Source: an optimization exercise on an open RTL-to-GDS flow (aim: small area). Production flows keep margins and buffers that such runs may drop.
Function was checked by simulation only, so behaviour that the tests miss may differ from the original.

<file path="flow/config.mk">
export PLATFORM = sky130hd
export DESIGN_NAME = nonuniform_top_v0
export DESIGN_NICKNAME = nonuniform_top_v0
export VERILOG_FILES = /design/flow/design.v
export SDC_FILE = /design/flow/constraint.sdc
export NUM_CORES = 4
export LEC_CHECK = 0
export CAP_MARGIN = 20
export CORE_MARGIN = 2
export CORE_UTILIZATION = 65
export PLACE_DENSITY = 0.8
export SLEW_MARGIN = 20
export SYNTH_HIERARCHICAL = 1
export SYNTH_MINIMUM_KEEP_SIZE = 0
</file>
<file path="flow/constraint.sdc">
create_clock -name core_clock -period 10.0 [get_ports {i_clk}]
set_input_delay 2.0000 -clock core_clock [delete_from_list [all_inputs] [get_ports {i_clk}]]
set_output_delay 2.0000 -clock core_clock [all_outputs]
set_load 0.01 [all_outputs]
</file>
<file path="flow/design.v">
module nuc_mul (input [14:0] k, input [15:0] d, output [30:13] p);
wire pp1;
wire pp2;
wire pp3;
wire pp4;
wire pp5;
wire pp6;
wire pp7;
wire pp8;
wire pp9;
wire pp10;
wire pp11;
wire pp12;
wire pp13;
wire pp14;
wire pp15;
wire pp16;
wire pp17;
wire pp18;
wire pp19;
wire pp20;
wire pp21;
wire pp22;
wire pp23;
wire pp24;
wire pp25;
wire pp26;
wire pp27;
wire pp28;
wire pp29;
wire pp30;
wire pp31;
wire pp32;
wire pp33;
wire pp34;
wire pp35;
wire pp36;
wire pp37;
wire pp38;
wire pp39;
wire pp40;
wire pp41;
wire pp42;
wire pp43;
wire pp44;
wire pp45;
wire pp46;
wire pp47;
wire pp48;
wire pp49;
wire pp50;
wire pp51;
wire pp52;
wire pp53;
wire pp54;
wire pp55;
wire pp56;
wire pp57;
wire pp58;
wire pp59;
wire pp60;
wire pp61;
wire pp62;
wire pp63;
wire pp64;
wire pp65;
wire pp66;
wire pp67;
wire pp68;
wire pp69;
wire pp70;
wire pp71;
wire pp72;
wire pp73;
wire pp74;
wire pp75;
wire pp76;
wire pp77;
wire pp78;
wire pp79;
wire pp80;
wire pp81;
wire pp82;
wire pp83;
wire pp84;
wire pp85;
wire pp86;
wire pp87;
wire pp88;
wire pp89;
wire pp90;
wire pp91;
wire pp92;
wire pp93;
wire pp94;
wire pp95;
wire pp96;
wire pp97;
wire pp98;
wire pp99;
wire pp100;
wire pp101;
wire pp102;
wire pp103;
wire pp104;
wire pp105;
wire pp106;
wire pp107;
wire pp108;
wire pp109;
wire pp110;
wire pp111;
wire pp112;
wire pp113;
wire pp114;
wire pp115;
wire pp116;
wire pp117;
wire pp118;
wire pp119;
wire pp120;
wire pp121;
wire pp122;
wire pp123;
wire pp124;
wire pp125;
wire pp126;
wire pp127;
wire pp128;
wire pp129;
wire pp130;
wire pp131;
wire pp132;
wire pp133;
wire pp134;
wire pp135;
wire pp136;
wire pp137;
wire pp138;
wire pp139;
wire pp140;
wire pp141;
wire pp142;
wire pp143;
wire pp144;
wire pp145;
wire pp146;
wire pp147;
wire pp148;
wire pp149;
wire pp150;
wire pp151;
wire pp152;
wire pp153;
wire pp154;
wire pp155;
wire pp156;
wire pp157;
wire pp158;
wire pp159;
wire pp160;
wire pp161;
wire pp162;
wire pp163;
wire pp164;
wire pp165;
wire pp166;
wire pp167;
wire pp168;
wire pp169;
wire pp170;
wire pp171;
wire pp172;
wire pp173;
wire pp174;
wire pp175;
wire pp176;
wire pp177;
wire pp178;
wire pp179;
wire pp180;
wire pp181;
wire pp182;
wire pp183;
wire pp184;
wire pp185;
wire pp186;
wire pp187;
wire pp188;
wire pp189;
wire pp190;
wire pp191;
wire pp192;
wire pp193;
wire pp194;
wire pp195;
wire pp196;
wire pp197;
wire pp198;
wire pp199;
wire pp200;
wire pp201;
wire pp202;
wire pp203;
wire pp204;
wire pp205;
wire pp206;
wire pp207;
wire pp208;
wire pp209;
wire pp210;
wire pp211;
wire pp212;
wire pp213;
wire pp214;
wire pp215;
wire pp216;
wire pp217;
wire pp218;
wire pp219;
wire pp220;
wire pp221;
wire pp222;
wire pp223;
wire pp224;
wire pp225;
wire pp226;
wire pp227;
wire pp228;
wire pp229;
wire pp230;
wire pp231;
wire pp232;
wire pp233;
wire pp234;
wire pp235;
wire pp236;
wire pp237;
wire pp238;
wire pp239;
wire pp240;
wire s241;
wire c242;
wire s243;
wire c244;
wire s245;
wire c246;
wire s247;
wire c248;
wire s249;
wire c250;
wire s251;
wire c252;
wire s253;
wire c254;
wire s255;
wire c256;
wire s257;
wire c258;
wire s259;
wire c260;
wire s261;
wire c262;
wire s263;
wire c264;
wire s265;
wire c266;
wire s267;
wire c268;
wire s269;
wire c270;
wire s271;
wire c272;
wire s273;
wire c274;
wire s275;
wire c276;
wire s277;
wire c278;
wire s279;
wire c280;
wire s281;
wire c282;
wire s283;
wire c284;
wire s285;
wire c286;
wire s287;
wire c288;
wire s289;
wire c290;
wire s291;
wire c292;
wire s293;
wire c294;
wire s295;
wire c296;
wire s297;
wire c298;
wire s299;
wire c300;
wire s301;
wire c302;
wire s303;
wire c304;
wire s305;
wire c306;
wire s307;
wire c308;
wire s309;
wire c310;
wire s311;
wire c312;
wire s313;
wire c314;
wire s315;
wire c316;
wire s317;
wire c318;
wire s319;
wire c320;
wire s321;
wire c322;
wire s323;
wire c324;
wire s325;
wire c326;
wire s327;
wire c328;
wire s329;
wire c330;
wire s331;
wire c332;
wire s333;
wire c334;
wire s335;
wire c336;
wire s337;
wire c338;
wire s339;
wire c340;
wire s341;
wire c342;
wire s343;
wire c344;
wire s345;
wire c346;
wire s347;
wire c348;
wire s349;
wire c350;
wire s351;
wire c352;
wire s353;
wire c354;
wire s355;
wire c356;
wire s357;
wire c358;
wire s359;
wire c360;
wire s361;
wire c362;
wire s363;
wire c364;
wire s365;
wire c366;
wire s367;
wire c368;
wire s369;
wire c370;
wire s371;
wire c372;
wire s373;
wire c374;
wire s375;
wire c376;
wire s377;
wire c378;
wire s379;
wire c380;
wire s381;
wire c382;
wire s383;
wire c384;
wire s385;
wire c386;
wire s387;
wire c388;
wire s389;
wire c390;
wire s391;
wire c392;
wire s393;
wire c394;
wire s395;
wire c396;
wire s397;
wire c398;
wire s399;
wire c400;
wire s401;
wire c402;
wire s403;
wire c404;
wire s405;
wire c406;
wire s407;
wire c408;
wire s409;
wire c410;
wire s411;
wire c412;
wire s413;
wire c414;
wire s415;
wire c416;
wire s417;
wire c418;
wire s419;
wire c420;
wire s421;
wire c422;
wire s423;
wire c424;
wire s425;
wire c426;
wire s427;
wire c428;
wire s429;
wire c430;
wire s431;
wire c432;
wire s433;
wire c434;
wire s435;
wire c436;
wire s437;
wire c438;
wire s439;
wire c440;
wire s441;
wire c442;
wire s443;
wire c444;
wire s445;
wire c446;
wire s447;
wire c448;
wire s449;
wire c450;
wire s451;
wire c452;
wire s453;
wire c454;
wire s455;
wire c456;
wire s457;
wire c458;
wire s459;
wire c460;
wire s461;
wire c462;
wire s463;
wire c464;
wire s465;
wire c466;
wire s467;
wire c468;
wire s469;
wire c470;
wire s471;
wire c472;
wire s473;
wire c474;
wire s475;
wire c476;
wire s477;
wire c478;
wire s479;
wire c480;
wire s481;
wire c482;
wire s483;
wire c484;
wire s485;
wire c486;
wire s487;
wire c488;
wire s489;
wire c490;
wire s491;
wire c492;
wire s493;
wire c494;
wire s495;
wire c496;
wire s497;
wire c498;
wire s499;
wire c500;
wire s501;
wire c502;
wire s503;
wire c504;
wire s505;
wire c506;
wire s507;
wire c508;
wire s509;
wire c510;
wire s511;
wire c512;
wire s513;
wire c514;
wire s515;
wire c516;
wire s517;
wire c518;
wire s519;
wire c520;
wire s521;
wire c522;
wire s523;
wire c524;
wire s525;
wire c526;
wire s527;
wire c528;
wire s529;
wire c530;
wire s531;
wire c532;
wire s533;
wire c534;
wire s535;
wire c536;
wire s537;
wire c538;
wire s539;
wire c540;
wire s541;
wire c542;
wire s543;
wire c544;
wire s545;
wire c546;
wire s547;
wire c548;
wire s549;
wire c550;
wire s551;
wire c552;
wire s553;
wire c554;
wire s555;
wire c556;
wire s557;
wire c558;
wire s559;
wire c560;
wire s561;
wire c562;
wire s563;
wire c564;
wire s565;
wire c566;
wire s567;
wire c568;
wire s569;
wire c570;
wire s571;
wire c572;
wire s573;
wire c574;
wire s575;
wire c576;
wire s577;
wire c578;
wire s579;
wire c580;
wire s581;
wire c582;
wire s583;
wire c584;
wire s585;
wire c586;
wire s587;
wire c588;
wire s589;
wire c590;
wire s591;
wire c592;
wire s593;
wire c594;
wire s595;
wire c596;
wire s597;
wire c598;
wire s599;
wire c600;
wire s601;
wire c602;
wire s603;
wire c604;
wire s605;
wire c606;
wire s607;
wire c608;
wire s609;
wire c610;
wire s611;
wire c612;
wire s613;
wire c614;
wire s615;
wire c616;
wire s617;
wire c618;
wire s619;
wire c620;
wire s621;
wire c622;
wire s623;
wire c624;
wire s625;
wire c626;
wire s627;
wire c628;
wire s629;
wire c630;
wire s631;
wire c632;
assign pp1 = ~(k[0] & d[0]);
assign pp2 = ~(k[0] & d[1]);
assign pp3 = ~(k[0] & d[2]);
assign pp4 = ~(k[0] & d[3]);
assign pp5 = ~(k[0] & d[4]);
assign pp6 = ~(k[0] & d[5]);
assign pp7 = ~(k[0] & d[6]);
assign pp8 = ~(k[0] & d[7]);
assign pp9 = ~(k[0] & d[8]);
assign pp10 = ~(k[0] & d[9]);
assign pp11 = ~(k[0] & d[10]);
assign pp12 = ~(k[0] & d[11]);
assign pp13 = ~(k[0] & d[12]);
assign pp14 = ~(k[0] & d[13]);
assign pp15 = ~(k[0] & d[14]);
assign pp16 = k[0] & d[15];
assign pp17 = ~(k[1] & d[0]);
assign pp18 = ~(k[1] & d[1]);
assign pp19 = ~(k[1] & d[2]);
assign pp20 = ~(k[1] & d[3]);
assign pp21 = ~(k[1] & d[4]);
assign pp22 = ~(k[1] & d[5]);
assign pp23 = ~(k[1] & d[6]);
assign pp24 = ~(k[1] & d[7]);
assign pp25 = ~(k[1] & d[8]);
assign pp26 = ~(k[1] & d[9]);
assign pp27 = ~(k[1] & d[10]);
assign pp28 = ~(k[1] & d[11]);
assign pp29 = ~(k[1] & d[12]);
assign pp30 = ~(k[1] & d[13]);
assign pp31 = ~(k[1] & d[14]);
assign pp32 = k[1] & d[15];
assign pp33 = ~(k[2] & d[0]);
assign pp34 = ~(k[2] & d[1]);
assign pp35 = ~(k[2] & d[2]);
assign pp36 = ~(k[2] & d[3]);
assign pp37 = ~(k[2] & d[4]);
assign pp38 = ~(k[2] & d[5]);
assign pp39 = ~(k[2] & d[6]);
assign pp40 = ~(k[2] & d[7]);
assign pp41 = ~(k[2] & d[8]);
assign pp42 = ~(k[2] & d[9]);
assign pp43 = ~(k[2] & d[10]);
assign pp44 = ~(k[2] & d[11]);
assign pp45 = ~(k[2] & d[12]);
assign pp46 = ~(k[2] & d[13]);
assign pp47 = ~(k[2] & d[14]);
assign pp48 = k[2] & d[15];
assign pp49 = ~(k[3] & d[0]);
assign pp50 = ~(k[3] & d[1]);
assign pp51 = ~(k[3] & d[2]);
assign pp52 = ~(k[3] & d[3]);
assign pp53 = ~(k[3] & d[4]);
assign pp54 = ~(k[3] & d[5]);
assign pp55 = ~(k[3] & d[6]);
assign pp56 = ~(k[3] & d[7]);
assign pp57 = ~(k[3] & d[8]);
assign pp58 = ~(k[3] & d[9]);
assign pp59 = ~(k[3] & d[10]);
assign pp60 = ~(k[3] & d[11]);
assign pp61 = ~(k[3] & d[12]);
assign pp62 = ~(k[3] & d[13]);
assign pp63 = ~(k[3] & d[14]);
assign pp64 = k[3] & d[15];
assign pp65 = ~(k[4] & d[0]);
assign pp66 = ~(k[4] & d[1]);
assign pp67 = ~(k[4] & d[2]);
assign pp68 = ~(k[4] & d[3]);
assign pp69 = ~(k[4] & d[4]);
assign pp70 = ~(k[4] & d[5]);
assign pp71 = ~(k[4] & d[6]);
assign pp72 = ~(k[4] & d[7]);
assign pp73 = ~(k[4] & d[8]);
assign pp74 = ~(k[4] & d[9]);
assign pp75 = ~(k[4] & d[10]);
assign pp76 = ~(k[4] & d[11]);
assign pp77 = ~(k[4] & d[12]);
assign pp78 = ~(k[4] & d[13]);
assign pp79 = ~(k[4] & d[14]);
assign pp80 = k[4] & d[15];
assign pp81 = ~(k[5] & d[0]);
assign pp82 = ~(k[5] & d[1]);
assign pp83 = ~(k[5] & d[2]);
assign pp84 = ~(k[5] & d[3]);
assign pp85 = ~(k[5] & d[4]);
assign pp86 = ~(k[5] & d[5]);
assign pp87 = ~(k[5] & d[6]);
assign pp88 = ~(k[5] & d[7]);
assign pp89 = ~(k[5] & d[8]);
assign pp90 = ~(k[5] & d[9]);
assign pp91 = ~(k[5] & d[10]);
assign pp92 = ~(k[5] & d[11]);
assign pp93 = ~(k[5] & d[12]);
assign pp94 = ~(k[5] & d[13]);
assign pp95 = ~(k[5] & d[14]);
assign pp96 = k[5] & d[15];
assign pp97 = ~(k[6] & d[0]);
assign pp98 = ~(k[6] & d[1]);
assign pp99 = ~(k[6] & d[2]);
assign pp100 = ~(k[6] & d[3]);
assign pp101 = ~(k[6] & d[4]);
assign pp102 = ~(k[6] & d[5]);
assign pp103 = ~(k[6] & d[6]);
assign pp104 = ~(k[6] & d[7]);
assign pp105 = ~(k[6] & d[8]);
assign pp106 = ~(k[6] & d[9]);
assign pp107 = ~(k[6] & d[10]);
assign pp108 = ~(k[6] & d[11]);
assign pp109 = ~(k[6] & d[12]);
assign pp110 = ~(k[6] & d[13]);
assign pp111 = ~(k[6] & d[14]);
assign pp112 = k[6] & d[15];
assign pp113 = ~(k[7] & d[0]);
assign pp114 = ~(k[7] & d[1]);
assign pp115 = ~(k[7] & d[2]);
assign pp116 = ~(k[7] & d[3]);
assign pp117 = ~(k[7] & d[4]);
assign pp118 = ~(k[7] & d[5]);
assign pp119 = ~(k[7] & d[6]);
assign pp120 = ~(k[7] & d[7]);
assign pp121 = ~(k[7] & d[8]);
assign pp122 = ~(k[7] & d[9]);
assign pp123 = ~(k[7] & d[10]);
assign pp124 = ~(k[7] & d[11]);
assign pp125 = ~(k[7] & d[12]);
assign pp126 = ~(k[7] & d[13]);
assign pp127 = ~(k[7] & d[14]);
assign pp128 = k[7] & d[15];
assign pp129 = ~(k[8] & d[0]);
assign pp130 = ~(k[8] & d[1]);
assign pp131 = ~(k[8] & d[2]);
assign pp132 = ~(k[8] & d[3]);
assign pp133 = ~(k[8] & d[4]);
assign pp134 = ~(k[8] & d[5]);
assign pp135 = ~(k[8] & d[6]);
assign pp136 = ~(k[8] & d[7]);
assign pp137 = ~(k[8] & d[8]);
assign pp138 = ~(k[8] & d[9]);
assign pp139 = ~(k[8] & d[10]);
assign pp140 = ~(k[8] & d[11]);
assign pp141 = ~(k[8] & d[12]);
assign pp142 = ~(k[8] & d[13]);
assign pp143 = ~(k[8] & d[14]);
assign pp144 = k[8] & d[15];
assign pp145 = ~(k[9] & d[0]);
assign pp146 = ~(k[9] & d[1]);
assign pp147 = ~(k[9] & d[2]);
assign pp148 = ~(k[9] & d[3]);
assign pp149 = ~(k[9] & d[4]);
assign pp150 = ~(k[9] & d[5]);
assign pp151 = ~(k[9] & d[6]);
assign pp152 = ~(k[9] & d[7]);
assign pp153 = ~(k[9] & d[8]);
assign pp154 = ~(k[9] & d[9]);
assign pp155 = ~(k[9] & d[10]);
assign pp156 = ~(k[9] & d[11]);
assign pp157 = ~(k[9] & d[12]);
assign pp158 = ~(k[9] & d[13]);
assign pp159 = ~(k[9] & d[14]);
assign pp160 = k[9] & d[15];
assign pp161 = ~(k[10] & d[0]);
assign pp162 = ~(k[10] & d[1]);
assign pp163 = ~(k[10] & d[2]);
assign pp164 = ~(k[10] & d[3]);
assign pp165 = ~(k[10] & d[4]);
assign pp166 = ~(k[10] & d[5]);
assign pp167 = ~(k[10] & d[6]);
assign pp168 = ~(k[10] & d[7]);
assign pp169 = ~(k[10] & d[8]);
assign pp170 = ~(k[10] & d[9]);
assign pp171 = ~(k[10] & d[10]);
assign pp172 = ~(k[10] & d[11]);
assign pp173 = ~(k[10] & d[12]);
assign pp174 = ~(k[10] & d[13]);
assign pp175 = ~(k[10] & d[14]);
assign pp176 = k[10] & d[15];
assign pp177 = ~(k[11] & d[0]);
assign pp178 = ~(k[11] & d[1]);
assign pp179 = ~(k[11] & d[2]);
assign pp180 = ~(k[11] & d[3]);
assign pp181 = ~(k[11] & d[4]);
assign pp182 = ~(k[11] & d[5]);
assign pp183 = ~(k[11] & d[6]);
assign pp184 = ~(k[11] & d[7]);
assign pp185 = ~(k[11] & d[8]);
assign pp186 = ~(k[11] & d[9]);
assign pp187 = ~(k[11] & d[10]);
assign pp188 = ~(k[11] & d[11]);
assign pp189 = ~(k[11] & d[12]);
assign pp190 = ~(k[11] & d[13]);
assign pp191 = ~(k[11] & d[14]);
assign pp192 = k[11] & d[15];
assign pp193 = ~(k[12] & d[0]);
assign pp194 = ~(k[12] & d[1]);
assign pp195 = ~(k[12] & d[2]);
assign pp196 = ~(k[12] & d[3]);
assign pp197 = ~(k[12] & d[4]);
assign pp198 = ~(k[12] & d[5]);
assign pp199 = ~(k[12] & d[6]);
assign pp200 = ~(k[12] & d[7]);
assign pp201 = ~(k[12] & d[8]);
assign pp202 = ~(k[12] & d[9]);
assign pp203 = ~(k[12] & d[10]);
assign pp204 = ~(k[12] & d[11]);
assign pp205 = ~(k[12] & d[12]);
assign pp206 = ~(k[12] & d[13]);
assign pp207 = ~(k[12] & d[14]);
assign pp208 = k[12] & d[15];
assign pp209 = ~(k[13] & d[0]);
assign pp210 = ~(k[13] & d[1]);
assign pp211 = ~(k[13] & d[2]);
assign pp212 = ~(k[13] & d[3]);
assign pp213 = ~(k[13] & d[4]);
assign pp214 = ~(k[13] & d[5]);
assign pp215 = ~(k[13] & d[6]);
assign pp216 = ~(k[13] & d[7]);
assign pp217 = ~(k[13] & d[8]);
assign pp218 = ~(k[13] & d[9]);
assign pp219 = ~(k[13] & d[10]);
assign pp220 = ~(k[13] & d[11]);
assign pp221 = ~(k[13] & d[12]);
assign pp222 = ~(k[13] & d[13]);
assign pp223 = ~(k[13] & d[14]);
assign pp224 = k[13] & d[15];
assign pp225 = ~(k[14] & d[0]);
assign pp226 = ~(k[14] & d[1]);
assign pp227 = ~(k[14] & d[2]);
assign pp228 = ~(k[14] & d[3]);
assign pp229 = ~(k[14] & d[4]);
assign pp230 = ~(k[14] & d[5]);
assign pp231 = ~(k[14] & d[6]);
assign pp232 = ~(k[14] & d[7]);
assign pp233 = ~(k[14] & d[8]);
assign pp234 = ~(k[14] & d[9]);
assign pp235 = ~(k[14] & d[10]);
assign pp236 = ~(k[14] & d[11]);
assign pp237 = ~(k[14] & d[12]);
assign pp238 = ~(k[14] & d[13]);
assign pp239 = ~(k[14] & d[14]);
assign pp240 = k[14] & d[15];
nuc_fa u242 (pp14, pp29, 1'b1, s241, c242);
nuc_fa u244 (pp15, pp30, pp45, s243, c244);
nuc_fa u246 (pp60, pp75, 1'b1, s245, c246);
nuc_fa u248 (pp16, pp31, pp46, s247, c248);
nuc_fa u250 (pp61, pp76, pp91, s249, c250);
nuc_fa u252 (pp106, pp121, 1'b1, s251, c252);
nuc_fa u254 (pp32, pp47, pp62, s253, c254);
nuc_fa u256 (pp77, pp92, pp107, s255, c256);
nuc_fa u258 (pp48, pp63, pp78, s257, c258);
nuc_fa u260 (pp10, pp25, 1'b1, s259, c260);
nuc_fa u262 (pp11, pp26, pp41, s261, c262);
nuc_fa u264 (pp56, pp71, 1'b1, s263, c264);
nuc_fa u266 (pp12, pp27, pp42, s265, c266);
nuc_fa u268 (pp57, pp72, pp87, s267, c268);
nuc_fa u270 (pp102, pp117, 1'b1, s269, c270);
nuc_fa u272 (pp13, pp28, pp43, s271, c272);
nuc_fa u274 (pp58, pp73, pp88, s273, c274);
nuc_fa u276 (pp103, pp118, pp133, s275, c276);
nuc_fa u278 (pp148, pp163, 1'b1, s277, c278);
nuc_fa u280 (s241, pp44, pp59, s279, c280);
nuc_fa u282 (pp74, pp89, pp104, s281, c282);
nuc_fa u284 (pp119, pp134, pp149, s283, c284);
nuc_fa u286 (pp164, pp179, pp194, s285, c286);
nuc_fa u288 (s243, s245, pp90, s287, c288);
nuc_fa u290 (pp105, pp120, pp135, s289, c290);
nuc_fa u292 (pp150, pp165, pp180, s291, c292);
nuc_fa u294 (pp195, pp210, pp225, s293, c294);
nuc_fa u296 (s247, s249, s251, s295, c296);
nuc_fa u298 (pp136, pp151, pp166, s297, c298);
nuc_fa u300 (pp181, pp196, pp211, s299, c300);
nuc_fa u302 (pp226, 1'b0, c244, s301, c302);
nuc_fa u304 (s253, s255, pp122, s303, c304);
nuc_fa u306 (pp137, pp152, pp167, s305, c306);
nuc_fa u308 (pp182, pp197, pp212, s307, c308);
nuc_fa u310 (pp227, c248, c250, s309, c310);
nuc_fa u312 (s257, pp93, pp108, s311, c312);
nuc_fa u314 (pp123, pp138, pp153, s313, c314);
nuc_fa u316 (pp168, pp183, pp198, s315, c316);
nuc_fa u318 (pp213, pp228, c254, s317, c318);
nuc_fa u320 (pp64, pp79, pp94, s319, c320);
nuc_fa u322 (pp109, pp124, pp139, s321, c322);
nuc_fa u324 (pp154, pp169, pp184, s323, c324);
nuc_fa u326 (pp199, pp214, pp229, s325, c326);
nuc_fa u328 (pp80, pp95, pp110, s327, c328);
nuc_fa u330 (pp125, pp140, pp155, s329, c330);
nuc_fa u332 (pp170, pp185, pp200, s331, c332);
nuc_fa u334 (pp96, pp111, pp126, s333, c334);
nuc_fa u336 (pp141, pp156, pp171, s335, c336);
nuc_fa u338 (pp112, pp127, pp142, s337, c338);
nuc_fa u340 (pp7, pp22, 1'b1, s339, c340);
nuc_fa u342 (pp8, pp23, pp38, s341, c342);
nuc_fa u344 (pp53, pp68, 1'b1, s343, c344);
nuc_fa u346 (pp9, pp24, pp39, s345, c346);
nuc_fa u348 (pp54, pp69, pp84, s347, c348);
nuc_fa u350 (pp99, pp114, 1'b1, s349, c350);
nuc_fa u352 (s259, pp40, pp55, s351, c352);
nuc_fa u354 (pp70, pp85, pp100, s353, c354);
nuc_fa u356 (pp115, pp130, pp145, s355, c356);
nuc_fa u358 (s261, s263, pp86, s357, c358);
nuc_fa u360 (pp101, pp116, pp131, s359, c360);
nuc_fa u362 (pp146, pp161, c260, s361, c362);
nuc_fa u364 (s265, s267, s269, s363, c364);
nuc_fa u366 (pp132, pp147, pp162, s365, c366);
nuc_fa u368 (pp177, c262, c264, s367, c368);
nuc_fa u370 (s271, s273, s275, s369, c370);
nuc_fa u372 (s277, pp178, pp193, s371, c372);
nuc_fa u374 (c266, c268, c270, s373, c374);
nuc_fa u376 (s279, s281, s283, s375, c376);
nuc_fa u378 (s285, pp209, c272, s377, c378);
nuc_fa u380 (c274, c276, c278, s379, c380);
nuc_fa u382 (s287, s289, s291, s381, c382);
nuc_fa u384 (s293, c242, c280, s383, c384);
nuc_fa u386 (c282, c284, c286, s385, c386);
nuc_fa u388 (s295, s297, s299, s387, c388);
nuc_fa u390 (s301, c246, c288, s389, c390);
nuc_fa u392 (c290, c292, c294, s391, c392);
nuc_fa u394 (s303, s305, s307, s393, c394);
nuc_fa u396 (s309, c252, c296, s395, c396);
nuc_fa u398 (c298, c300, c302, s397, c398);
nuc_fa u400 (s311, s313, s315, s399, c400);
nuc_fa u402 (s317, c256, c304, s401, c402);
nuc_fa u404 (c306, c308, c310, s403, c404);
nuc_fa u406 (s319, s321, s323, s405, c406);
nuc_fa u408 (s325, c258, c312, s407, c408);
nuc_fa u410 (c314, c316, c318, s409, c410);
nuc_fa u412 (s327, s329, s331, s411, c412);
nuc_fa u414 (pp215, pp230, c320, s413, c414);
nuc_fa u416 (c322, c324, c326, s415, c416);
nuc_fa u418 (s333, s335, pp186, s417, c418);
nuc_fa u420 (pp201, pp216, pp231, s419, c420);
nuc_fa u422 (c328, c330, c332, s421, c422);
nuc_fa u424 (s337, pp157, pp172, s423, c424);
nuc_fa u426 (pp187, pp202, pp217, s425, c426);
nuc_fa u428 (pp232, c334, c336, s427, c428);
nuc_fa u430 (pp128, pp143, pp158, s429, c430);
nuc_fa u432 (pp173, pp188, pp203, s431, c432);
nuc_fa u434 (pp218, pp233, c338, s433, c434);
nuc_fa u436 (pp144, pp159, pp174, s435, c436);
nuc_fa u438 (pp189, pp204, pp219, s437, c438);
nuc_fa u440 (pp160, pp175, pp190, s439, c440);
nuc_fa u442 (pp5, pp20, 1'b1, s441, c442);
nuc_fa u444 (pp6, pp21, pp36, s443, c444);
nuc_fa u446 (pp51, pp66, 1'b1, s445, c446);
nuc_fa u448 (s339, pp37, pp52, s447, c448);
nuc_fa u450 (pp67, pp82, pp97, s449, c450);
nuc_fa u452 (s341, s343, pp83, s451, c452);
nuc_fa u454 (pp98, pp113, c340, s453, c454);
nuc_fa u456 (s345, s347, s349, s455, c456);
nuc_fa u458 (pp129, c342, c344, s457, c458);
nuc_fa u460 (s351, s353, s355, s459, c460);
nuc_fa u462 (c346, c348, c350, s461, c462);
nuc_fa u464 (s357, s359, s361, s463, c464);
nuc_fa u466 (c352, c354, c356, s465, c466);
nuc_fa u468 (s363, s365, s367, s467, c468);
nuc_fa u470 (c358, c360, c362, s469, c470);
nuc_fa u472 (s369, s371, s373, s471, c472);
nuc_fa u474 (c364, c366, c368, s473, c474);
nuc_fa u476 (s375, s377, s379, s475, c476);
nuc_fa u478 (c370, c372, c374, s477, c478);
nuc_fa u480 (s381, s383, s385, s479, c480);
nuc_fa u482 (c376, c378, c380, s481, c482);
nuc_fa u484 (s387, s389, s391, s483, c484);
nuc_fa u486 (c382, c384, c386, s485, c486);
nuc_fa u488 (s393, s395, s397, s487, c488);
nuc_fa u490 (c388, c390, c392, s489, c490);
nuc_fa u492 (s399, s401, s403, s491, c492);
nuc_fa u494 (c394, c396, c398, s493, c494);
nuc_fa u496 (s405, s407, s409, s495, c496);
nuc_fa u498 (c400, c402, c404, s497, c498);
nuc_fa u500 (s411, s413, s415, s499, c500);
nuc_fa u502 (c406, c408, c410, s501, c502);
nuc_fa u504 (s417, s419, s421, s503, c504);
nuc_fa u506 (c412, c414, c416, s505, c506);
nuc_fa u508 (s423, s425, s427, s507, c508);
nuc_fa u510 (c418, c420, c422, s509, c510);
nuc_fa u512 (s429, s431, s433, s511, c512);
nuc_fa u514 (c424, c426, c428, s513, c514);
nuc_fa u516 (s435, s437, pp234, s515, c516);
nuc_fa u518 (c430, c432, c434, s517, c518);
nuc_fa u520 (s439, pp205, pp220, s519, c520);
nuc_fa u522 (pp235, c436, c438, s521, c522);
nuc_fa u524 (pp176, pp191, pp206, s523, c524);
nuc_fa u526 (pp221, pp236, c440, s525, c526);
nuc_fa u528 (pp192, pp207, pp222, s527, c528);
nuc_fa u530 (pp4, pp19, 1'b1, s529, c530);
nuc_fa u532 (s441, pp35, pp50, s531, c532);
nuc_fa u534 (s443, s445, pp81, s533, c534);
nuc_fa u536 (s447, s449, c444, s535, c536);
nuc_fa u538 (s451, s453, c448, s537, c538);
nuc_fa u540 (s455, s457, c452, s539, c540);
nuc_fa u542 (s459, s461, c456, s541, c542);
nuc_fa u544 (s463, s465, c460, s543, c544);
nuc_fa u546 (s467, s469, c464, s545, c546);
nuc_fa u548 (s471, s473, c468, s547, c548);
nuc_fa u550 (s475, s477, c472, s549, c550);
nuc_fa u552 (s479, s481, c476, s551, c552);
nuc_fa u554 (s483, s485, c480, s553, c554);
nuc_fa u556 (s487, s489, c484, s555, c556);
nuc_fa u558 (s491, s493, c488, s557, c558);
nuc_fa u560 (s495, s497, c492, s559, c560);
nuc_fa u562 (s499, s501, c496, s561, c562);
nuc_fa u564 (s503, s505, c500, s563, c564);
nuc_fa u566 (s507, s509, c504, s565, c566);
nuc_fa u568 (s511, s513, c508, s567, c568);
nuc_fa u570 (s515, s517, c512, s569, c570);
nuc_fa u572 (s519, s521, c516, s571, c572);
nuc_fa u574 (s523, s525, c520, s573, c574);
nuc_fa u576 (s527, pp237, c524, s575, c576);
nuc_fa u578 (pp208, pp223, pp238, s577, c578);
nuc_fa u580 (pp3, pp18, 1'b1, s579, c580);
nuc_fa u582 (s529, pp34, pp49, s581, c582);
nuc_fa u584 (s531, pp65, c530, s583, c584);
nuc_fa u586 (s533, c442, c532, s585, c586);
nuc_fa u588 (s535, c446, c534, s587, c588);
nuc_fa u590 (s537, c450, c536, s589, c590);
nuc_fa u592 (s539, c454, c538, s591, c592);
nuc_fa u594 (s541, c458, c540, s593, c594);
nuc_fa u596 (s543, c462, c542, s595, c596);
nuc_fa u598 (s545, c466, c544, s597, c598);
nuc_fa u600 (s547, c470, c546, s599, c600);
nuc_fa u602 (s549, c474, c548, s601, c602);
nuc_fa u604 (s551, c478, c550, s603, c604);
nuc_fa u606 (s553, c482, c552, s605, c606);
nuc_fa u608 (s555, c486, c554, s607, c608);
nuc_fa u610 (s557, c490, c556, s609, c610);
nuc_fa u612 (s559, c494, c558, s611, c612);
nuc_fa u614 (s561, c498, c560, s613, c614);
nuc_fa u616 (s563, c502, c562, s615, c616);
nuc_fa u618 (s565, c506, c564, s617, c618);
nuc_fa u620 (s567, c510, c566, s619, c620);
nuc_fa u622 (s569, c514, c568, s621, c622);
nuc_fa u624 (s571, c518, c570, s623, c624);
nuc_fa u626 (s573, c522, c572, s625, c626);
nuc_fa u628 (s575, c526, c574, s627, c628);
nuc_fa u630 (s577, c528, c576, s629, c630);
nuc_fa u632 (pp224, pp239, c578, s631, c632);
wire [30:0] ra = {1'b0, pp240, s631, s629, s627, s625, s623, s621, s619, s617, s615, s613, s611, s609, s607, s605, s603, s601, s599, s597, s595, s593, s591, s589, s587, s585, s583, s581, s579, pp2, pp1};
wire [30:0] rb = {1'b1, c632, c630, c628, c626, c624, c622, c620, c618, c616, c614, c612, c610, c608, c606, c604, c602, c600, c598, c596, c594, c592, c590, c588, c586, c584, c582, c580, pp33, pp17, 1'b1};
wire [13:0] lc;
assign lc[0] = 1'b1;
nuc_maj m0 (ra[0], rb[0], lc[0], lc[1]);
nuc_maj m1 (ra[1], rb[1], lc[1], lc[2]);
nuc_maj m2 (ra[2], rb[2], lc[2], lc[3]);
nuc_maj m3 (ra[3], rb[3], lc[3], lc[4]);
nuc_maj m4 (ra[4], rb[4], lc[4], lc[5]);
nuc_maj m5 (ra[5], rb[5], lc[5], lc[6]);
nuc_maj m6 (ra[6], rb[6], lc[6], lc[7]);
nuc_maj m7 (ra[7], rb[7], lc[7], lc[8]);
nuc_maj m8 (ra[8], rb[8], lc[8], lc[9]);
nuc_maj m9 (ra[9], rb[9], lc[9], lc[10]);
nuc_maj m10 (ra[10], rb[10], lc[10], lc[11]);
nuc_maj m11 (ra[11], rb[11], lc[11], lc[12]);
nuc_maj m12 (ra[12], rb[12], lc[12], lc[13]);
wire [17:0] hg = ra[30:13] & rb[30:13];
wire [17:0] hp = ra[30:13] ^ rb[30:13];
wire bg1 = hg[1] | (hp[1] & hg[0]);
wire bp1 = hp[1] & hp[0];
wire bg2 = hg[3] | (hp[3] & hg[2]);
wire bp2 = hp[3] & hp[2];
wire bg3 = hg[5] | (hp[5] & hg[4]);
wire bp3 = hp[5] & hp[4];
wire bg4 = hg[7] | (hp[7] & hg[6]);
wire bp4 = hp[7] & hp[6];
wire bg5 = hg[9] | (hp[9] & hg[8]);
wire bp5 = hp[9] & hp[8];
wire bg6 = hg[11] | (hp[11] & hg[10]);
wire bp6 = hp[11] & hp[10];
wire bg7 = hg[13] | (hp[13] & hg[12]);
wire bp7 = hp[13] & hp[12];
wire bg8 = hg[15] | (hp[15] & hg[14]);
wire bp8 = hp[15] & hp[14];
wire bg9 = bg2 | (bp2 & bg1);
wire bp9 = bp2 & bp1;
wire bg10 = bg4 | (bp4 & bg3);
wire bp10 = bp4 & bp3;
wire bg11 = bg6 | (bp6 & bg5);
wire bp11 = bp6 & bp5;
wire bg12 = bg8 | (bp8 & bg7);
wire bp12 = bp8 & bp7;
wire bg13 = bg10 | (bp10 & bg9);
wire bp13 = bp10 & bp9;
wire bg14 = bg12 | (bp12 & bg11);
wire bp14 = bp12 & bp11;
wire bg15 = bg14 | (bp14 & bg13);
wire bp15 = bp14 & bp13;
wire bg16 = bg11 | (bp11 & bg13);
wire bp16 = bp11 & bp13;
wire bg17 = bg3 | (bp3 & bg9);
wire bp17 = bp3 & bp9;
wire bg18 = bg5 | (bp5 & bg13);
wire bp18 = bp5 & bp13;
wire bg19 = bg7 | (bp7 & bg16);
wire bp19 = bp7 & bp16;
wire bg20 = hg[2] | (hp[2] & bg1);
wire bp20 = hp[2] & bp1;
wire bg21 = hg[4] | (hp[4] & bg9);
wire bp21 = hp[4] & bp9;
wire bg22 = hg[6] | (hp[6] & bg17);
wire bp22 = hp[6] & bp17;
wire bg23 = hg[8] | (hp[8] & bg13);
wire bp23 = hp[8] & bp13;
wire bg24 = hg[10] | (hp[10] & bg18);
wire bp24 = hp[10] & bp18;
wire bg25 = hg[12] | (hp[12] & bg16);
wire bp25 = hp[12] & bp16;
wire bg26 = hg[14] | (hp[14] & bg19);
wire bp26 = hp[14] & bp19;
wire bg27 = hg[16] | (hp[16] & bg15);
wire bp27 = hp[16] & bp15;
wire [17:0] hc;
assign hc[0] = lc[13];
assign hc[1] = hg[0] | (hp[0] & lc[13]);
assign hc[2] = bg1 | (bp1 & lc[13]);
assign hc[3] = bg20 | (bp20 & lc[13]);
assign hc[4] = bg9 | (bp9 & lc[13]);
assign hc[5] = bg21 | (bp21 & lc[13]);
assign hc[6] = bg17 | (bp17 & lc[13]);
assign hc[7] = bg22 | (bp22 & lc[13]);
assign hc[8] = bg13 | (bp13 & lc[13]);
assign hc[9] = bg23 | (bp23 & lc[13]);
assign hc[10] = bg18 | (bp18 & lc[13]);
assign hc[11] = bg24 | (bp24 & lc[13]);
assign hc[12] = bg16 | (bp16 & lc[13]);
assign hc[13] = bg25 | (bp25 & lc[13]);
assign hc[14] = bg19 | (bp19 & lc[13]);
assign hc[15] = bg26 | (bp26 & lc[13]);
assign hc[16] = bg15 | (bp15 & lc[13]);
assign hc[17] = bg27 | (bp27 & lc[13]);
assign p = ~(hp ^ hc);
endmodule
module nuc_maj (input a, input b, input c, output y);
assign y = (a & b) | (a & c) | (b & c);
endmodule
module nuc_fa (input a, input b, input c, output s, output co);
assign s = a ^ b ^ c;
assign co = (a & b) | (a & c) | (b & c);
endmodule
`timescale 1ns / 1ps
module nonuniform_top_v0 #(
    parameter IMAGE_WIDE_LENGTH = 256    ,
    parameter IMAGE_HIGH_LENGTH = 192    ,
    parameter ADDRS_DW          = 21     ,
    parameter DW                = 16
) (
    input                               i_rst_n                 ,
    input                               i_clk                   ,
    input   [DW-1:0]                    i_data                  ,
    input                               i_hs                    ,
    input                               i_vs                    ,
    input   [3:0]                       i_clac_b_mean_num       ,
    input                               i_clac_b_en             ,
    input   [ADDRS_DW-1:0]              i_b_addrs               ,
    output                              o_clac_b_done           ,
    input   [3:0]                       i_data_sel              ,
    input   [ADDRS_DW-1:0]              i_k_addrs               ,
    input                               i_init_k_load           ,
    output                              o_bp_type               ,
    output  [DW-1:0]                    o_data                  ,
    output  [DW-1:0]                    o_calc_b_mean_data      ,
    output  [DW-1:0]                    o_center_y16_data       ,
    output  [DW-1:0]                    o_sub_aver_y16          ,
    output                              o_hs                    ,
    output                              o_vs                    ,
    output                              o_mem_wr_start          ,
    output   [ADDRS_DW-1:0]             o_mem_wr_addrs          ,
    output   [ADDRS_DW-1:0]             o_mem_wr_lengths        ,
    output   [DW-1:0]                   o_mem_wr_data           ,
    output                              o_mem_wr_data_vld       ,
    output                              o_mem_rd0_start         ,
    output   [ADDRS_DW-1:0]             o_mem_rd0_addrs         ,
    output   [ADDRS_DW-1:0]             o_mem_rd0_lengths       ,
    input    [DW-1:0]                   i_mem_rd0_data          ,
    output                              o_mem_rd0_data_req      ,
    output                              o_mem_rd1_start         ,
    output   [ADDRS_DW-1:0]             o_mem_rd1_addrs         ,
    output   [ADDRS_DW-1:0]             o_mem_rd1_lengths       ,
    input    [DW-1:0]                   i_mem_rd1_data          ,
    output                              o_mem_rd1_data_req
);
localparam IMAGE_LENGTH = IMAGE_WIDE_LENGTH * IMAGE_HIGH_LENGTH;
genvar gi;
reg     [12:0]  vsd;
reg     [10:0]  hsd;
always @(posedge i_clk) begin
    vsd <= {vsd[11:0], i_vs};
    hsd <= {hsd[9:0], i_hs};
end
assign o_vs = vsd[10];
assign o_hs = hsd[10];
wire    pix_vld   = i_hs & i_vs;
wire    frame_end = vsd[12] & ~vsd[11];
assign o_mem_rd0_data_req = pix_vld;
assign o_mem_rd1_data_req = pix_vld;
assign o_mem_rd0_addrs    = i_b_addrs;
assign o_mem_wr_addrs     = i_b_addrs;
assign o_mem_rd1_addrs    = i_k_addrs;
assign o_mem_rd0_lengths  = IMAGE_LENGTH;
assign o_mem_rd1_lengths  = IMAGE_LENGTH;
assign o_mem_wr_lengths   = IMAGE_LENGTH;
reg             rd_start;
reg     [1:0]   sel;             
reg             init_k_load;
always @(posedge i_clk) begin
    rd_start <= frame_end;
    if (frame_end) begin
        case (i_data_sel)
        4'b0010: sel <= 2'd1;
        4'b0100: sel <= 2'd2;
        4'b1000: sel <= 2'd3;
        default: sel <= 2'd0;
        endcase
        init_k_load <= i_init_k_load;
    end
end
assign o_mem_rd1_start = rd_start;
reg             calc_en;         
reg     [DW-1:0] data_dly;
always @(posedge i_clk) begin
    data_dly <= i_data;
end
wire    [DW-1:0]    b_word  = calc_en ? 16'd1 : i_mem_rd0_data;
wire    [14:0]      k_word  = init_k_load ? 15'd8192 : i_mem_rd1_data[14:0];
wire    [DW-1:0]    x_sub_b = data_dly - b_word;
wire    [30:13]     prod;        
nuc_mul mul_inst (.k(k_word), .d(x_sub_b), .p(prod));
reg     [DW-1:0]    raw_word;
always @(*) begin
    case (sel)
    2'd1:    raw_word = data_dly;
    2'd2:    raw_word = b_word;
    default: raw_word = {1'b0, k_word};
    endcase
end
function [15:0] sat16;
    input [17:0] p;
    reg          pos, neg;
    begin
        pos   = !p[17] && (p[16] | p[15]);
        neg   =  p[17] && !(p[16] & p[15]);
        sat16 = {neg | (p[15] & !pos), {15{pos}} | (p[14:0] & {15{!neg}})};
    end
endfunction
reg     [17:0]      pipe0;
reg     [DW-1:0]    pipe [1:9];
reg     [9:0]       bp_pipe;
integer i;
always @(posedge i_clk) begin
    pipe0 <= (sel == 2'd0) ? prod : {{2{raw_word[DW-1]}}, raw_word};
    pipe[1] <= sat16(pipe0);
    for (i = 2; i < 10; i = i + 1)
        pipe[i] <= pipe[i-1];
    bp_pipe <= {bp_pipe[8:0], i_mem_rd1_data[DW-1]};
end
assign o_data    = pipe[9];
assign o_bp_type = bp_pipe[9];
localparam CENTER_NUM = (IMAGE_HIGH_LENGTH / 2 - 1) * IMAGE_WIDE_LENGTH + IMAGE_WIDE_LENGTH / 2 - 1;
reg     [14:0]  pcnt;
wire    [14:0]  pcnt_inc;
wire    [15:0]  pcnt_c;
assign pcnt_c[0] = 1'b1;
generate
    for (gi = 0; gi < 15; gi = gi + 1) begin : g_pcnt
        nuc_ha u_ha (.a(pcnt[gi]), .b(pcnt_c[gi]), .s(pcnt_inc[gi]), .co(pcnt_c[gi+1]));
    end
endgenerate
always @(posedge i_clk) begin
    if (!i_vs)
        pcnt <= 15'd0;
    else if (i_hs && !(pcnt[14] & pcnt[13]))
        pcnt <= pcnt_inc;
end
wire    center_in = pix_vld && (pcnt == CENTER_NUM);
reg     [3:0]       ccnt;        
reg     [17:0]      center_prod;
reg     [DW-1:0]    center_out;
always @(posedge i_clk) begin
    if (center_in)
        ccnt <= 4'd10;
    else if (ccnt != 4'd0)
        ccnt <= ccnt - 1'b1;
    if (ccnt == 4'd10)
        center_prod <= prod;
    if (ccnt == 4'd1)
        center_out <= sat16(center_prod);
end
assign o_center_y16_data = center_out;
reg     [1:0]   calc_en_dly;
reg             calc_sync;
reg             calc_done;
wire            vs_fall = vsd[1] & ~vsd[0];
wire            vs_rise = ~vsd[1] & vsd[0];
always @(posedge i_clk or negedge i_rst_n) begin
    if (!i_rst_n) begin
        calc_en_dly <= 2'b00;
        calc_sync   <= 1'b0;
        calc_en     <= 1'b0;
    end
    else begin
        calc_en_dly <= {calc_en_dly[0], i_clac_b_en};
        if (vs_fall && calc_sync)
            calc_sync <= 1'b0;
        else if ((calc_en_dly == 2'b01) && !calc_sync)
            calc_sync <= 1'b1;
        if (calc_en && calc_done)
            calc_en <= 1'b0;
        else if (vs_fall && calc_sync)
            calc_en <= 1'b1;
    end
end
reg     [7:0]   start_cnt;
reg     [5:0]   fcnt;
reg             wr_start;
reg             mean_en;
reg             calc_en_d;       
reg     [1:0]   round_d;         
always @(posedge i_clk) begin
    if (!calc_en)
        start_cnt <= 8'h0f;
    else if (i_vs)
        start_cnt <= 8'h00;
    else if (start_cnt != 8'hFF)
        start_cnt <= start_cnt + 8'h01;
    wr_start <= (start_cnt == 8'hF0);
    if (!calc_en)
        fcnt <= 6'd0;
    else if (start_cnt == 8'h0A)
        fcnt <= fcnt + 6'd1;
    case (i_clac_b_mean_num)
    4'b0001: calc_done <= (start_cnt == 8'h0A) && (fcnt > 6'd2 );
    4'b0010: calc_done <= (start_cnt == 8'h0A) && (fcnt > 6'd6 );
    4'b1000: calc_done <= (start_cnt == 8'h0A) && (fcnt > 6'd30);
    default: calc_done <= (start_cnt == 8'h0A) && (fcnt > 6'd14);
    endcase
    if (fcnt == 6'd0)
        mean_en <= 1'b0;
    else if (wr_start) begin
        case (i_clac_b_mean_num)
        4'b0001: if (fcnt == 6'd3 ) mean_en <= 1'b1;
        4'b0010: if (fcnt == 6'd7 ) mean_en <= 1'b1;
        4'b1000: if (fcnt == 6'd3 ) mean_en <= 1'b1;
        default: if (fcnt == 6'd15) mean_en <= 1'b1;
        endcase
    end
    calc_en_d <= calc_en;
    case (i_clac_b_mean_num)
    4'b0001: round_d <= 2'd0;
    4'b0010: round_d <= 2'd1;
    4'b1000: round_d <= 2'd3;
    default: round_d <= 2'd2;
    endcase
end
assign o_clac_b_done   = calc_done;
assign o_mem_wr_start  = wr_start;
assign o_mem_rd0_start = calc_en ? wr_start : rd_start;
reg     [1:0]   sh_c;            
always @(*) begin
    case (i_clac_b_mean_num)
    4'b0001: sh_c = 2'd0;
    4'b0010: sh_c = 2'd1;
    4'b1000: sh_c = 2'd3;
    default: sh_c = 2'd2;
    endcase
end
reg     [13:0]  x_sh;
always @(*) begin
    case (sh_c)
    2'd0:    x_sh = data_dly[15:2];
    2'd1:    x_sh = {1'b0, data_dly[15:3]};
    2'd2:    x_sh = {2'b0, data_dly[15:4]};
    default: x_sh = {3'b0, data_dly[15:5]};
    endcase
end
reg             drop_c;
integer         bi;
always @(*) begin
    drop_c = 1'b1;
    for (bi = 1; bi <= 4; bi = bi + 1)
        if ((bi >= round_d + 1) && (bi <= sh_c + 1) && !data_dly[bi])
            drop_c = 1'b0;
end
wire    [2:0]   t_add;
assign t_add[0] = calc_en_d & ((round_d <= sh_c) ? drop_c : ({1'b0, round_d} == {1'b0, sh_c} + 3'd1));
assign t_add[1] = calc_en_d & ({1'b0, round_d} == {1'b0, sh_c} + 3'd2);
assign t_add[2] = calc_en_d & ({1'b0, round_d} == {1'b0, sh_c} + 3'd3);
wire    [13:0]  a_in = x_sh & {14{calc_en_d}};
wire    [13:0]  a_sum;
wire    [14:0]  a_c;
assign a_c[0] = t_add[0];
generate
    for (gi = 0; gi < 14; gi = gi + 1) begin : g_inc
        if (gi == 1 || gi == 2) begin : g_t
            nuc_ha u_ha (.a(a_in[gi]), .b(a_c[gi] | t_add[gi]), .s(a_sum[gi]), .co(a_c[gi+1]));
        end
        else begin : g_n
            nuc_ha u_ha (.a(a_in[gi]), .b(a_c[gi]), .s(a_sum[gi]), .co(a_c[gi+1]));
        end
    end
endgenerate
wire    [DW-1:0] rd_word = (fcnt == 6'd0) ? 16'd0 : calc_en ? i_mem_rd0_data : 16'd1;
wire    [DW-1:0] add_a   = {1'b0, a_c[14], a_sum};
wire    [DW-1:0] wr_nx;
wire    [DW:0]   wr_c;
assign wr_c[0] = 1'b0;
generate
    for (gi = 0; gi < DW; gi = gi + 1) begin : g_wr
        nuc_fa u_fa (.a(add_a[gi]), .b(rd_word[gi]), .c(wr_c[gi]), .s(wr_nx[gi]), .co(wr_c[gi+1]));
    end
endgenerate
reg     [DW-1:0]    wr_data;
always @(posedge i_clk) begin
    wr_data <= wr_nx;
end
assign o_mem_wr_data     = wr_data;
assign o_mem_wr_data_vld = hsd[1] & vsd[1];
reg     [31:0]  data_sum;
wire    [31:0]  data_sum_nx;
wire    [32:0]  sum_c;
wire            sum_en = mean_en & o_mem_wr_data_vld;
assign sum_c[0] = 1'b0;
wire    [15:0]  hi_ones;         
assign hi_ones[0] = 1'b1;
generate
    for (gi = 0; gi < 32; gi = gi + 1) begin : g_sum
        if (gi < DW) begin : g_fa
            nuc_fa u_fa (.a(data_sum[gi]), .b(wr_data[gi] & sum_en), .c(sum_c[gi]), .s(data_sum_nx[gi]), .co(sum_c[gi+1]));
        end
        else begin : g_inc
            if (gi > DW) begin : g_ones
                assign hi_ones[gi-DW] = hi_ones[gi-DW-1] & data_sum[gi-1];
            end
            assign data_sum_nx[gi] = data_sum[gi] ^ (sum_c[DW] & hi_ones[gi-DW]);
        end
    end
endgenerate
always @(posedge i_clk) begin
    if (vs_rise && calc_en)
        data_sum <= 32'd0;
    else
        data_sum <= data_sum_nx;     
end
localparam D_IDLE = 2'd0, D_S1 = 2'd1, D_S2 = 2'd2, D_S3 = 2'd3;
reg     [1:0]   dstate;
reg     [4:0]   dcnt;
reg     [1:0]   drem;
reg     [16:0]  dsh;
reg             dvld;
reg     [DW-1:0] mean;
wire    [2:0]   dtrial = {drem, dsh[16]};
wire            dq     = (dtrial >= 3'd3);
wire            dstart = (dstate == D_IDLE) && calc_done;
always @(posedge i_clk) begin
    if (!i_rst_n)
        dstate <= D_IDLE;
    else begin
        case (dstate)
        D_IDLE: if (calc_done) dstate <= D_S1;
        D_S1:   dstate <= D_S2;
        D_S2:   dstate <= (dcnt == 5'd0) ? D_S3 : D_S1;
        default: dstate <= D_IDLE;
        endcase
    end
end
always @(posedge i_clk) begin
    if (dstart)
        dcnt <= 5'd31;
    else if (dstate == D_S2)
        dcnt <= dcnt - 1'b1;
    if (dstart) begin
        drem <= {1'b0, data_sum[31]};
        dsh  <= data_sum[30:14];
    end
    else if ((dstate == D_S2) && (dcnt[4] | (dcnt[3:0] == 4'hF))) begin
        drem <= dq ? (dtrial - 3'd3) : dtrial[1:0];
        dsh  <= {dsh[15:0], dq};
    end
    dvld <= (dstate == D_S3);
    if (dvld)
        mean <= dsh[15:0];
end
assign o_calc_b_mean_data = mean;
wire    [DW:0]  sub_c;
assign sub_c[0] = 1'b1;
generate
    for (gi = 0; gi < DW; gi = gi + 1) begin : g_sub
        nuc_fa u_fa (.a(center_out[gi]), .b(~mean[gi]), .c(sub_c[gi]), .s(o_sub_aver_y16[gi]), .co(sub_c[gi+1]));
    end
endgenerate
endmodule
module nuc_ha (input a, input b, output s, output co);
assign s  = a ^ b;
assign co = a & b;
endmodule
</file>
<file path="flow/flow/run.sh">
#!/bin/bash
# Standard ORFS layout (the standard.sh), with the port buffers made from
# the smallest buffer cell and the clock tree built as below.
set -euo pipefail
export BUFFER_PORTS_ARGS="-buffer_cell sky130_fd_sc_hd__buf_1"
export SKIP_REPAIR_TIE_FANOUT=1
export CTS_ARGS="-sink_clustering_enable -repair_clock_nets -dont_use_dummy_load -buf_list {sky130_fd_sc_hd__clkbuf_8} -sink_clustering_size 16 -sink_clustering_max_diameter 50"
bash standard.sh > standard.log 2>&1
</file>
<file path="flow/standard.sh">
#!/bin/bash
# synth_recipe.tcl (not shown) runs the flow's synth.tcl, then flattens the netlist and writes it again
# the make line also repeats each setting of config.mk as NAME=value (left out here)
make -C /OpenROAD-flow-scripts/flow DESIGN_CONFIG=/design/flow/config.mk WORK_HOME=/design/flow/orfs CLKGATE_MAP_FILE= SYNTH_SCRIPT=/design/flow/synth_recipe.tcl "${@:-finish}"
</file>
==> results of run 1 <==
[worst max-delay path, cell delays in order (launching register included)]
cell and delay (ns):
edfxtp_1 0.45, fa_1 0.47, fa_1 0.39, fa_1 0.39, fa_1 0.42, fa_1 0.40, fa_1 0.41, fa_1 0.39
fa_1 0.39, fa_1 0.39, fa_1 0.39, fa_1 0.41, fa_1 0.40, fa_1 0.41, fa_1 0.40, fa_1 0.41
fa_1 0.49, buf_1 0.15
[logic make-up (layout without fill, tap and decap cells)]
family	Yosys count	in the layout
adder cells (fa/ha/maj)	339	339
flip-flops	384	384
buffers and inverters	261	282
multiplexers	6	6
other	4	5
AND/OR/NAND/NOR	746	746
XOR/XNOR	54	54
AO/OA/AOI/OAI	248	248
[worst paths after layout]
kind | start | end | cells past startpoint
min | pipe[5][12] | pipe[6][12] | 0
max | center_out[0] | o_sub_aver_y16[15] | 17
min reg2reg | pipe[5][12] | pipe[6][12] | 0
min in group asynchronous | i_rst_n | calc_en_dly[0] | 1
max reg2reg | vsd[1] | data_sum[24] | 23
max in group asynchronous | i_rst_n | calc_en_dly[1] | 1
[flip-flops by register name, summed over array words and instances, names as in the netlist, 13 cells and up]
register,count
mean,16
data_sum,32
pipe,144
center_out,16
pcnt,15
dsh,17
pipe0,18
vsd,13
wr_data,16
center_prod,18
data_dly,16
[Yosys cell counts (all sizes together) (24+ instances only)]
cell type	number
fa	246
and2	75
nor2b	28
nand2	391
ha	80
dfxtp	309
nand2b	24
clkbuf	77
edfxtp	71
buf	135
xnor2	34
o21ai	69
inv	48
nor2	138
a21oi	73
[routing by layer]
metal / vias up / global-route usage [%] / part of all wire, %
li1: 6551 / - / -
met1: 6896 / 34.9 / 40
met2: 625 / 44.0 / 48
met3: 121 / 6.08 / 9.0
met4: 2 / 8.57 / 3.0
met5: - / 0 / 0.016
[final cells by class]
type / instances / area, um^2 / area share (%)
antenna: 1 / 2.50 / 0.0113
clock buffer: 34 / 468 / 2.11
inverter: 49 / 189 / 0.851
multi-input combinational: 1397 / 11600 / 52.4
sequential: 384 / 8420 / 37.9
tap: 442 / 553 / 2.49
timing repair buffer: 199 / 927 / 4.18
[timing repair]
action,4_1_cts,5_1_grt
hold endpoints to repair,0,0
hold buffers,0,0
gates resized for setup,0,3
endpoints found under the setup margin,0,1
[modules after synthesis, one instance, submodules excluded]
module             cells  times used  flops+latches
nuc_maj                1          13              0
nuc_ha                 1          29              0
nonuniform_top_v0   1397           1            384
nuc_mul              359           1              0
nuc_fa                 1         244              0
==> flow_metrics.tcl, run 1 <==
set metrics [dict create \
    synthMuxAreaShare_pct 0.285 \
    synthAdderAreaFrac_pct 28.3 \
    cts-buffers-inserted 34 \
    mostFrequentLayoutCells "nand2_1 (389), dfxtp_1 (309), fa_1 (241), buf_1 (151), nor2_1 (138)" \
    synth.distinct_cells 72 \
    setup_ws_ns 0.279 \
    finalSetupTns_ns 0 \
    antenna_found_initial 2 \
    synth_top_cell_area_share_pct 28.8 \
    track_usage_pct 26.6 \
    synth-compound-area-share_pct 7.40 \
    synth_edf_count 71 \
    drc 0 \
    via_count 14200 \
    clock_latency_ns 0.55 \
    nets 2495 \
    path_class "reg2out" \
    die_area_um2 34500 \
    chipHeight_um 186 \
    avgSynthCellArea_um2 10.5 \
    hold_violations 0 \
    ys_seq_area_share_pct 39.2 \
    grt_overflow 0 \
    slew_headroom_pct 27.4 \
    place_ws_ns -0.340 \
    skew_ns 0.0562 \
    synth.largest_area_cell "dfxtp_1" \
    die_w_um 186 \
    synthXorXnorAreaFrac_pct 2.20 \
    worstHoldPathType "reg2reg" \
    dpl-instance-area_um2 21700 \
    cts_root_buf "clkbuf_8" \
    cts_setup_buffers 0 \
    ys_ff_latch 384 \
    synth-simple-area-share_pct 15.7 \
    num_io_pins 320 \
    syn_inst 2042 \
    synth_nets 2472 \
    gp_congestion 0.907 \
    final-max-slew-violation-count 0 \
    area_growth_pct 3.31 \
    final_design_area_no_fill_um2 22200 \
    clkSinkCount 384 \
    drive_above_1_share_pct 6.16 \
    layout_commonest_cell "nand2_1" \
    r2r_setup_slack_ns 1.43 \
    start_util_pct 66.0 \
    final_cells 2506 \
    setup_viol 0 \
    core_area_um2 32500 \
    htreeDepth 2 \
    period_minus_slack_ns 9.72 \
    cp-start-kind "flip-flop" \
    routedWlPerCell_um 17.9 \
    worstPathRequired_ns 8.00 \
    synthesis.area_um2 21500 \
    max_cap_violations 0 \
    drtIter0Drc 1113 \
    wirelength_mm 44.9 \
    firstDrtPassIters 9 \
    dp_hpwl_mm 34.3 \
    grt_setup_unrepaired "no" \
    cp-end-kind "primary output" \
    rows 66 \
    synth_top_family_by_area "adder cells" \
    fmax_ghz 0.103 \
    synth_area_leaders "dfxtp_1 (29%), fa_1 (23%), edfxtp_1 (9.9%)" \
    via_per_inst 5.66 \
    ys_dominant_reg_cell "dfxtp_1" \
    fin_util_pct 68.2 \
    grt_max_degree 61 \
    async_flop_share_pct 1.04 \
    ant_nets 0 \
    period_share_pct 97.2 \
    cts_tree "done" \
    placement.io_buffers 151 \
    ys_warn_count 8 \
    clkTransAtPathRegs_ns 0.08 \
    dp.cells 2471 \
    tightestPinTransition_ns 1.09 \
    max-clock-path-buffers 3 \
    grt_pass1_wl_mm 71.6 \
    nFillCells 2438 \
    grt_pass1_vias 14200 \
    cp_data_arrival_time_ns 7.72 \
    holdWs_ns 0.283 \
    cp_max_fo 2 \
    status "finished clean" \
]
==> run 2: changes to the inputs <==
==> flow/flow/run.sh (replaced) <==
#!/bin/bash
# Standard ORFS layout (the standard.sh), with the port buffers made from
# the smallest buffer cell and the clock tree built as below.
set -euo pipefail
export BUFFER_PORTS_ARGS="-buffer_cell sky130_fd_sc_hd__buf_1"
export SKIP_REPAIR_TIE_FANOUT=1
export CTS_ARGS="-sink_clustering_enable -repair_clock_nets -dont_use_dummy_load -buf_list {sky130_fd_sc_hd__clkbuf_4} -sink_clustering_size 10 -sink_clustering_max_diameter 40"
bash standard.sh > standard.log 2>&1
==> flow_metrics.tcl, run 2 <==
set metrics [dict create \
    drc 0 \
    die_area_um2 34500 \
    synth_nets 2472 \
    reg2reg_to "data_sum[31]" \
    min_path_cells 0 \
    ant_nets 0 \
    placement.io_buffers 151 \
    worstHoldPathType "reg2reg" \
    drive_above_1_share_pct 6.97 \
    cp-end-kind "primary output" \
    r2r_setup_slack_ns 1.38 \
    clkSinkCount 384 \
    track_usage_pct 26.9 \
    hp-start "pipe[1][6]" \
    drtIter0Drc 1123 \
    largest_register_ffs 144 \
    rr_startpoint "vsd[1]" \
    clock_latency_ns 0.76 \
    hold_end "pipe[2][6]" \
    num_io_pins 320 \
    place_ws_ns -0.340 \
    fin_util_pct 68.0 \
    nets 2511 \
    synth.distinct_cells 72 \
    max_cap_violations 0 \
    ys_warn_count 8 \
    nFillCells 2457 \
    synthTopCellsByCount "nand2_1 (389), dfxtp_1 (309), fa_1 (246)" \
    avgSynthCellArea_um2 10.5 \
    synth_top_cell_area_share_pct 28.8 \
    status "finished clean" \
    finalSetupTns_ns 0 \
    chipHeight_um 186 \
    synth_edf_count 71 \
    syn_inst 2042 \
    top_layer_used "met5" \
    reg2reg_depth 23 \
    largest-register "pipe" \
    wirelength_mm 45.1 \
    fmax_ghz 0.103 \
    grt_pass1_wl_mm 71.7 \
    firstDrtPassIters 12 \
    synthesis.area_um2 21500 \
    core_area_um2 32500 \
    met3WireLength_mm 4.16 \
    cts_tree "done" \
    synth.most_common_cell "nand2_1" \
    setup_ws_ns 0.289 \
    routedWlPerCell_um 17.8 \
    max-clock-path-buffers 3 \
    cts_root_buf "clkbuf_4" \
    antenna_found_initial 4 \
    grt_max_degree 61 \
    grt_overflow 0 \
    die_w_um 186 \
    grt_setup_unrepaired "no" \
    ys_seq_area_share_pct 39.2 \
    top_regs "pipe: 144 flops, data_sum: 32 flops" \
    rows 66 \
    grt_pass1_vias 14300 \
    cp-start-kind "flip-flop" \
    hold_violations 0 \
    mostFrequentLayoutCells "nand2_1 (389), dfxtp_1 (309), fa_1 (239), buf_1 (150), nor2_1 (138)" \
    gp_congestion 0.907 \
    htreeDepth 2 \
    period_minus_slack_ns 9.71 \
    ys_dominant_reg_cell "dfxtp_1" \
    setup_viol 0 \
    dp_hpwl_mm 34.3 \
    tightestPinTransition_ns 1.09 \
    via_per_inst 5.66 \
    worstPathRequired_ns 8.00 \
    start_util_pct 66.0 \
    synth_area_leaders "dfxtp_1 (29%), fa_1 (23%), edfxtp_1 (9.9%)" \
    final-max-slew-violation-count 0 \
    path_class "reg2out" \
    via_count 14300 \
    cp_data_arrival_time_ns 7.71 \
    period_share_pct 97.1 \
    cp_max_fo 2 \
    ctsHoldBuffers 0 \
    met1Wirelength_mm 18.2 \
    layout_commonest_cell "nand2_1" \
    ys_ff_latch 384 \
    clkTransAtPathRegs_ns 0.10 \
    met2_length_mm 21.3 \
    synth.largest_area_cell "dfxtp_1" \
    async_flop_share_pct 1.04 \
    skew_ns 0.0678 \
    area_growth_pct 2.93 \
    slew_headroom_pct 27.4 \
    cts-buffers-inserted 49 \
]
==> run 2: cell counts after synthesis <==
No cell type changed its count.
==> run 2: through the flow <==
stage / instances / hold slack (ns) / cell area [um^2]
after floorplan: 2042 / 0.310 / 21500
after global placement: 2471 / 0.310 / 21700
after global routing: 2525 / 0.307 / 22100
final: 2526 / 0.302 / 22100
after detailed placement: 2471 / 0.312 / 21700
after CTS: 2520 / 0.304 / 22100
==> run 2: critical path: stages (launching register included) <==
cell and delay (ns):
edfxtp_1 0.45, fa_2 0.42, fa_1 0.38, fa_1 0.40, fa_2 0.37, fa_1 0.40
fa_2 0.37, fa_1 0.38, fa_1 0.39, fa_1 0.39, fa_1 0.39, fa_1 0.41
fa_1 0.40, fa_1 0.41, fa_1 0.40, fa_2 0.37, fa_1 0.49, clkbuf_2 0.13
==> run 2: logic make-up after synthesis <==
logic type	Yosys count	synth area share (%)
other	4	0.0699
muxes	6	0.285
and+or+nand+nor	746	15.7
buffers and inverters	261	6.87
DFF	384	39.2
xor gates and xnor gates	54	2.20
AOI/OAI and AO/OA	248	7.40
adders and majority gates	339	28.3
==> run 2: metal layers <==
layer  global-route usage, %  vias up
met5                       0        -
met3                    7.26      126
met1                    34.4     6914
met2                    44.0      646
li1                        -     6603
met4                    10.0        2
==> run 2: cell type report <==
cell class                 instances  area (um^2)  share of cell area (%)
clock buffer                      49          368                    1.66
multi-input combinational       1397        11600                    52.6
antenna                            5         12.5                  0.0566
inverter                          49          189                   0.854
timing repair buffer             200          936                    4.23
tap                              442          553                    2.50
sequential                       384         8420                    38.1
==> run 2: what timing repair did <==
action / CTS / global route
buffers inserted: 0 / 1
gates resized for setup: 0 / 5
endpoints found under the setup margin: 0 / 1
==> run 2: worst max-delay path by stage <==
| stage | cells past startpoint | slack [ns] | from | end |
|---|---|---|---|---|
| floorplan | 27 | 0.02 | i_clac_b_mean_num[3] | wr_data[15] |
| global placement | 27 | -0.21 | i_clac_b_mean_num[1] | wr_data[15] |
| detailed placement | 27 | -0.34 | i_clac_b_mean_num[1] | wr_data[15] |
| CTS | 17 | 0.00004 | center_out[0] | o_sub_aver_y16[15] |
| global route | 17 | 0.03 | center_out[0] | o_sub_aver_y16[15] |
| finish | 17 | 0.29 | center_out[0] | o_sub_aver_y16[15] |
==> run 2: per-module statistics from Yosys, one instance, submodules excluded <==
module             flip-flops and latches  cells  copies in the design
nonuniform_top_v0                     384   1397                     1
nuc_mul                                 0    359                     1
nuc_fa                                  0      1                   244
nuc_ha                                  0      1                    29
nuc_maj                                 0      1                    13

port drivers added, routing unchanged:
How much do the figures lean on ideal ports? The routed layouts below were timed once more, with nothing changed but the port constraints.
Step 1 sets driving cells, clkbuf_16 on the clock port and buf_2 on the other inputs (assumed; they add their load-dependent delay and slew).
Step 2, shift: input delay + t, output delay - t, t = (earliest + latest rising clock arrival at the registers) / 2. This alone moves slack from input paths to output paths.
Slacks: ideal ports / drivers / drivers and shift; pairs: ideal ports / drivers.
run | t, ns | slack for setup (ns) | hold slack, ns | worst setup path at the end | clock arrival spread, ns
run 1 | 0.575 | 0.279 / 0.229 / -0.242 | 0.283 / 0.283 / 0.283 | input to register | 0.061 / 0.061
run 2 | 0.776 | 0.289 / 0.241 / -0.413 | 0.302 / 0.302 / 0.302 | input to register | 0.073 / 0.074
Met with ideal ports but missed after step 2: setup timing in run 1 and run 2. For run 2, which loses most, drivers alone change the setup slack by -0.048 ns; drivers and shift together by -0.702 ns.
